From an optimization exercise on the open Yosys and OpenROAD flow, aimed at small area and a short achievable clock period; shortcuts taken in it are not production practice. In this exercise RTL edits were held to simulation tests only and were not proved equivalent to the original.

==> job 2265: inputs <==
==> flow/design.v (excerpt) <==
module top_convolution#(parameter int IMG_SIZE = 5)(
    input clk,
    input rst,
    input [23:0] in,
    input [71:0] FILTER,
    output reg [(IMG_SIZE-2)*(IMG_SIZE-2)*9-1:0] OUT);
clock: 17.0 ns
lec_check: 0
cap_margin: 20
core_margin: 2
core_utilization: 40
cts_buf_list: sky130_fd_sc_hd__clkbuf_16
cts_cluster_diameter: 60
cts_cluster_size: 30
slew_margin: 20
synth_hierarchical: 1
synth_minimum_keep_size: 0
standard.sh (not shown) runs the stock make flow with config.mk's settings and CLKGATE_MAP_FILE= SYNTH_SCRIPT=/design/flow/synth_recipe.tcl, a recipe that flattens the netlist after the stock synthesis.
==> flow/flow/run.sh <==
#!/bin/bash
# Layout flow: the standard ORFS flow (standard.sh, unchanged synthesis)
# with two settings changed: the port buffers are buf_1 cells instead of the
# default choice, and timing repair aims for 12.5 ns of setup slack.
set -euo pipefail
export BUFFER_PORTS_ARGS="-buffer_cell sky130_fd_sc_hd__buf_1"
export SETUP_SLACK_MARGIN=12.5
bash standard.sh > standard_make.log 2>&1
==> inputs of job 3889, as changes to job 2265 <==
CTS_CLUSTER_DIAMETER = 80   (was 60)
CTS_CLUSTER_SIZE = 40   (was 30)
==> inputs of job 1131, as changes to job 2265 <==
CTS_BUF_LIST = sky130_fd_sc_hd__clkbuf_4   (was sky130_fd_sc_hd__clkbuf_16)
CTS_CLUSTER_DIAMETER = unset   (was 60)
CTS_CLUSTER_SIZE = unset   (was 30)
==> run summary <==
- Job 1131 produced a clean layout. Job 3889 produced a clean layout. Job 2265 produced a clean layout.
- In synthesized cell count, job 2265 and job 3889 do not differ.
- Between job 3889 and job 1131, the lower clock skew is in job 3889 (gap 0.0093 ns).
- Between job 1131 and job 3889, the lower first-iteration DRC count is in job 1131 (gap 4.8%, measured against job 3889).
- In die area, job 3889 and job 2265 do not differ.
- Of job 2265 and job 3889, job 2265 has the higher via count (gap about 0.6%, measured against job 3889).
- Against job 1131, the clock-buffer cell count of job 2265 is lower by 72.
==> figures <==
item                                                                       job 3889                   job 1131                    job 2265
Run status                                                 timing/DRC/antenna clean   timing/DRC/antenna clean    timing/DRC/antenna clean
Signal buf overhead                                                           5.62%                      5.65%                       5.55%
Mean routed wirelength per cell                                             16.7 um                    16.4 um                     16.5 um
Antenna violations before repair                                                  0                          2                           0
Clock Tree Root                                          sky130_fd_sc_hd__clkbuf_16  sky130_fd_sc_hd__clkbuf_4  sky130_fd_sc_hd__clkbuf_16
Via count of the first global-routing pass                                    10500                      11100                       10600
Met1 WL                                                                     15.0 mm                    15.2 mm                     15.0 mm
Overall track demand over capacity in global routing                          16.6%                      17.3%                       16.7%
GR met3 Demand/Resource                                                       1.96%                      3.69%                       2.22%
Area of the multi-input gates                                             9670 um^2                  9670 um^2                   9660 um^2
Post-detailed-route via-to-cell ratio                                          4.74                       4.72                        4.73
Final critical path time including I/O delays and setup                     4.53 ns                    4.69 ns                     4.51 ns

==> inputs of 04-04 <==
Another version of the RTL of top_convolution (not shown whole).
==> flow/config.mk <==
export PLATFORM = sky130hd
export DESIGN_NAME = top_convolution
export DESIGN_NICKNAME = top_convolution
export VERILOG_FILES = /design/flow/design.v
export SDC_FILE = /design/flow/constraint.sdc
export NUM_CORES = 4
export LEC_CHECK = 0
export CAP_MARGIN = 20
export CORE_MARGIN = 2
export CORE_UTILIZATION = 40
export CTS_BUF_LIST = sky130_fd_sc_hd__clkbuf_16
export CTS_CLUSTER_DIAMETER = 50
export CTS_CLUSTER_SIZE = 25
export SLEW_MARGIN = 20
export SYNTH_HIERARCHICAL = 1
export SYNTH_MINIMUM_KEEP_SIZE = 0
==> flow/constraint.sdc <==
create_clock -name core_clock -period 17.0 [get_ports {clk}]
set_input_delay 3.4000 -clock core_clock [delete_from_list [all_inputs] [get_ports {clk}]]
set_output_delay 3.4000 -clock core_clock [all_outputs]
set_load 0.01 [all_outputs]
Scripts as last shown in full above: flow/flow/run.sh
==> 09-02 (differences from 04-04) <==
--- a/flow/flow/run.sh
+++ b/flow/flow/run.sh
@@ -7,2 +7,3 @@
 export SETUP_SLACK_MARGIN=12.5
+export CTS_ARGS="-sink_clustering_enable -repair_clock_nets -buf_list sky130_fd_sc_hd__clkbuf_16 -sink_clustering_size 30 -sink_clustering_max_diameter 60 -distance_between_buffers 500 -branching_point_buffers_distance 500"
 bash standard.sh > standard_make.log 2>&1
CTS_CLUSTER_DIAMETER = 60   (was 50)
CTS_CLUSTER_SIZE = 30   (was 25)
==> 03-18 (differences from 04-04) <==
==> flow/flow/run.sh (replaced) <==
#!/bin/bash
# Layout flow: the standard ORFS flow (standard.sh, unchanged synthesis)
# with two settings changed: the port buffers are buf_1 cells instead of the
# default choice, and timing repair aims for 12.2 ns of setup slack.
set -euo pipefail
export BUFFER_PORTS_ARGS="-buffer_cell sky130_fd_sc_hd__buf_1"
export SETUP_SLACK_MARGIN=12.2
bash standard.sh > standard_make.log 2>&1
CTS_CLUSTER_DIAMETER = 60   (was 50)
CTS_CLUSTER_SIZE = 30   (was 25)
==> 03-16 (differences from 04-04) <==
--- a/flow/flow/run.sh
+++ b/flow/flow/run.sh
@@ -7,2 +7,3 @@
 export SETUP_SLACK_MARGIN=12.5
+export CTS_ARGS="-sink_clustering_enable -repair_clock_nets -buf_list sky130_fd_sc_hd__clkbuf_16 -sink_clustering_size 30 -sink_clustering_max_diameter 60 -sink_clustering_levels 1"
 bash standard.sh > standard_make.log 2>&1
CTS_CLUSTER_DIAMETER = 60   (was 50)
CTS_CLUSTER_SIZE = 30   (was 25)
==> metrics.md <==
| Metric | Value |
|---|---|
| Worst setup path class | `reg -> out` |
| CP Max Fanout | `1` |
| Post-Route Utilization | `46.74%` |
| Setup WS post-layout | `12.47 ns` |
| Sequential cell area share | `roughly a third` |
| Crit-path cells | `buf_1` |
| Clk_skew | `0.02460 ns` |
| Storage element area | `6327 um2` |
| Commonest non-fill, non-tap cells in the layout | `nand2_1 (397), fa_1 (253), dfxtp_1 (189), xor2_1 (158), buf_1 (124)` |
| Layout Nets | `1,890` |
| Status | `timing/DRC/antenna clean` |
Source of the figures above: 03-16

==> metrics.md <==
| Metric | Value |
|---|---|
| Worst setup path class | `reg -> reg` |
| Setup WS post-layout | `between 10 and 15 ns` |
| Later-pin clock latency in the skew report | `0.58 ns` |
| Post-Route Utilization | `46.51%` |
| Status | `timing/DRC/antenna clean` |
| Commonest non-fill, non-tap cells in the layout | `nand2_1 (397), fa_1 (253), dfxtp_1 (190), buf_1 (178), xor2_1 (159)` |
| Sequential cell area share | `between 30 and 40%` |
| Storage element area | `6321 um2` |
| Layout Nets | `roughly 1,900` |
| Clk_skew | `0.02030 ns` |
| CP Max Fanout | `55` |
Source of the figures above: 03-18

==> metrics.md <==
| Metric | Value |
|---|---|
| Post-Route Utilization | `a little under half` |
| Crit-path cells | `clkbuf_2` |
| Reg with most FFs | `OUT` |
| Clk_skew | `0.02571 ns` |
| CP Launch Point | `OUT[17]$_DFFE_PP_` |
| Fill cells | `roughly 3,600` |
| Largest net degree at the start of global routing | `73` |
| GR Util met2 | `28.74%` |
| Storage element area | `about 6300 um2` |
| Layout Nets | `1,893` |
| CP Max Fanout | `1` |
| Worst setup path class | `reg -> out` |
| Status | `timing/DRC/antenna clean` |
| Commonest non-fill, non-tap cells in the layout | `nand2_1 (397), fa_1 (253), dfxtp_1 (189), xor2_1 (159), buf_1 (117)` |
Source of the figures above: 04-04

==> metrics.md <==
| Metric | Value |
|---|---|
| Status | `timing/DRC/antenna clean` |
| Layout Nets | `~1,900` |
| Starting Density | `40.44%` |
| Setup WS post-layout | `12.47 ns` |
| Sequential cell area share | `34.15%` |
| Worst setup path class | `reg -> out` |
| Layout area overhead | `15.59%` |
| Clk_skew | `between 0.02 and 0.025 ns` |
| Signal inverters | `6` |
| Post-Route Utilization | `between 40% and 50%` |
| Commonest non-fill, non-tap cells in the layout | `nand2_1 (397), fa_1 (253), dfxtp_1 (189), xor2_1 (158), buf_1 (124)` |
| GRT Residual Overflow | `0` |
| Storage element area | `6327 um2` |
| Largest delay share family, worst path | `flip-flops` |
Source of the figures above: 09-02

[static timing again, ports no longer ideal]
In the flow no input, the clock included, has a driving cell. The finished layouts below were timed again as built, in two steps.
Step 1 assumes that a clkbuf_16 drives the clock port and a buf_2 every other input.
Step 2 adds t to the input delays and takes it off the output delays; t is the mean of the earliest and latest rising clock arrival at the registers after step 1. Input paths then give back, and output paths get back, about the clock's delay inside the block.
Three values: ideal ports, drivers, drivers and shift; two values: the first two.
run | shift t [ns] | setup slack, ns | slew at the worst register clock pin (ns) | worst data-port slew with drivers (ns)
job 2265 | 0.615 | 12.485 / 12.434 / 11.894 | 0.08 / 0.08 | 0.08
job 3889 | 0.589 | 12.472 / 12.422 / 11.945 | 0.12 / 0.12 | 0.08
job 1131 | 0.768 | 12.314 / 12.265 / 11.831 | 0.07 / 0.07 | 0.08
04-04 | 0.635 | 12.435 / 12.381 / 11.936 | 0.08 / 0.08 | 0.07
09-02 | 0.603 | 12.469 / 12.419 / 11.940 | 0.10 / 0.10 | 0.07
03-18 | 0.620 | 12.421 / 12.411 / 11.906 | 0.10 / 0.10 | 0.07
03-16 | 0.603 | 12.469 / 12.419 / 11.940 | 0.10 / 0.10 | 0.07
After both steps every run listed still meets setup and hold. The setup slack of job 2265, which loses most, moves by -0.051 ns with the drivers and by -0.591 ns with both steps.
